What follows belongs to an exercise in optimizing a design on an open flow for small area; a production flow would make more cautious choices. RTL that was checked went through simulation tests only; none was proved equivalent to the original.

==> module cq_and3, before the edit <==
module cq_and3(input wire a, b, c, output wire y);
    assign y = a & b & c;
endmodule
==> module cq_inv, before the edit <==
module cq_inv(input wire a, output wire y);
    assign y = ~a;
endmodule
==> module cq_dec, before the edit <==
module cq_dec(input wire [2:0] c, output wire [7:1] s);
    wire [2:0] n;
    cq_inv i0 (c[0], n[0]);
    cq_inv i1 (c[1], n[1]);
    cq_inv i2 (c[2], n[2]);
    cq_and3 d1 (n[2], n[1], c[0], s[1]);
    cq_and3 d2 (n[2], c[1], n[0], s[2]);
    cq_and3 d3 (n[2], c[1], c[0], s[3]);
    cq_and3 d4 (c[2], n[1], n[0], s[4]);
    cq_and3 d5 (c[2], n[1], c[0], s[5]);
    cq_and3 d6 (c[2], c[1], n[0], s[6]);
    cq_and3 d7 (c[2], c[1], c[0], s[7]);
endmodule
==> flow/config.mk <==
export PLATFORM = sky130hd
export DESIGN_NAME = cq
export DESIGN_NICKNAME = cq
export VERILOG_FILES = /design/flow/design.v
export SDC_FILE = /design/flow/constraint.sdc
export NUM_CORES = 4
export LEC_CHECK = 0
export CAP_MARGIN = 20
export CORE_MARGIN = 2
export CORE_UTILIZATION = 55
export SLEW_MARGIN = 20
export SYNTH_HIERARCHICAL = 1
==> flow/constraint.sdc <==
create_clock -name core_clock -period 5.0 [get_ports {clk}]
set_input_delay 1.0000 -clock core_clock [delete_from_list [all_inputs] [get_ports {clk}]]
set_output_delay 1.0000 -clock core_clock [all_outputs]
set_load 0.01 [all_outputs]
standard.sh (not shown) runs the stock make flow with config.mk's settings and CLKGATE_MAP_FILE= SYNTH_SCRIPT=/design/flow/synth_recipe.tcl, a recipe that flattens the netlist after the stock synthesis.
==> flow/flow/run.sh <==
#!/bin/bash
# Standard ORFS layout, with the port buffers made as sky130_fd_sc_hd__buf_1
# and a clock tree of sky130_fd_sc_hd__clkbuf_4 without dummy loads.
set -euo pipefail
bash standard.sh synth > synth.log 2>&1
export BUFFER_PORTS_ARGS="-buffer_cell sky130_fd_sc_hd__buf_1"
export CTS_ARGS="-sink_clustering_enable -repair_clock_nets -dont_use_dummy_load -buf_list sky130_fd_sc_hd__clkbuf_4"
bash standard.sh > layout.log 2>&1
Rerun with:
--- a/flow/design.v
+++ b/flow/design.v
@@ -248,30 +248,20 @@
     mux2 op_11( i0[11], i1[11], s, o[11] );
     mux2 op_12( i0[12], i1[12], s, o[12] );
     mux2 op_13( i0[13], i1[13], s, o[13] );
     mux2 op_14( i0[14], i1[14], s, o[14] );
     mux2 op_15( i0[15], i1[15], s, o[15] );
 endmodule
-module cq_and3(input wire a, b, c, output wire y);
-    assign y = a & b & c;
-endmodule
-module cq_inv(input wire a, output wire y);
-    assign y = ~a;
-endmodule
 module cq_dec(input wire [2:0] c, output wire [7:1] s);
-    wire [2:0] n;
-    cq_inv i0 (c[0], n[0]);
-    cq_inv i1 (c[1], n[1]);
-    cq_inv i2 (c[2], n[2]);
-    cq_and3 d1 (n[2], n[1], c[0], s[1]);
-    cq_and3 d2 (n[2], c[1], n[0], s[2]);
-    cq_and3 d3 (n[2], c[1], c[0], s[3]);
-    cq_and3 d4 (c[2], n[1], n[0], s[4]);
-    cq_and3 d5 (c[2], n[1], c[0], s[5]);
-    cq_and3 d6 (c[2], c[1], n[0], s[6]);
-    cq_and3 d7 (c[2], c[1], c[0], s[7]);
+    assign s[1] = ~c[2] & ~c[1] &  c[0];
+    assign s[2] = ~c[2] &  c[1] & ~c[0];
+    assign s[3] = ~c[2] &  c[1] &  c[0];
+    assign s[4] =  c[2] & ~c[1] & ~c[0];
+    assign s[5] =  c[2] & ~c[1] &  c[0];
+    assign s[6] =  c[2] &  c[1] & ~c[0];
+    assign s[7] =  c[2] &  c[1] &  c[0];
 endmodule
 module cq_aoi222(input wire a0, b0, a1, b1, a2, b2, output wire y);
     assign y = ~((a0 & b0) | (a1 & b1) | (a2 & b2));
 endmodule
 module cq_rbit(input wire [7:1] s, input wire [6:0] e, output wire o);
     wire n0, n1;
Wire length grows by a few percent.
Via count grows by a few percent.
Core utilization grows by 0.52 points.
Clock skew grows by 0.0057 ns.
Count of clock-buffer cells in the layout does not change.
Only the layout flow was run in the first run of this note; the RTL was not checked for function there.

[what the ideal ports hide]
Ports are ideal in the flow. The routed layouts listed here were re-timed in OpenROAD.
Step 1: set_driving_cell puts a clkbuf_16 on clk and a buf_2 on each other input, an assumption about the parent block.
Step 2, shift: input delay + t, output delay - t, t = (earliest + latest rising clock arrival at the registers) / 2. This alone moves slack from input paths to output paths.
Slacks: ideal / step 1 / step 2; pairs: ideal / step 1.
run | t (ns) | slack for setup (ns) | pins driven straight from the clock port
the first run | 0.504 | 1.667 / 1.640 / 2.144 | 1
the second run | 0.482 | 1.763 / 1.734 / 2.055 | 1
After both steps setup and hold are still met in every run listed.
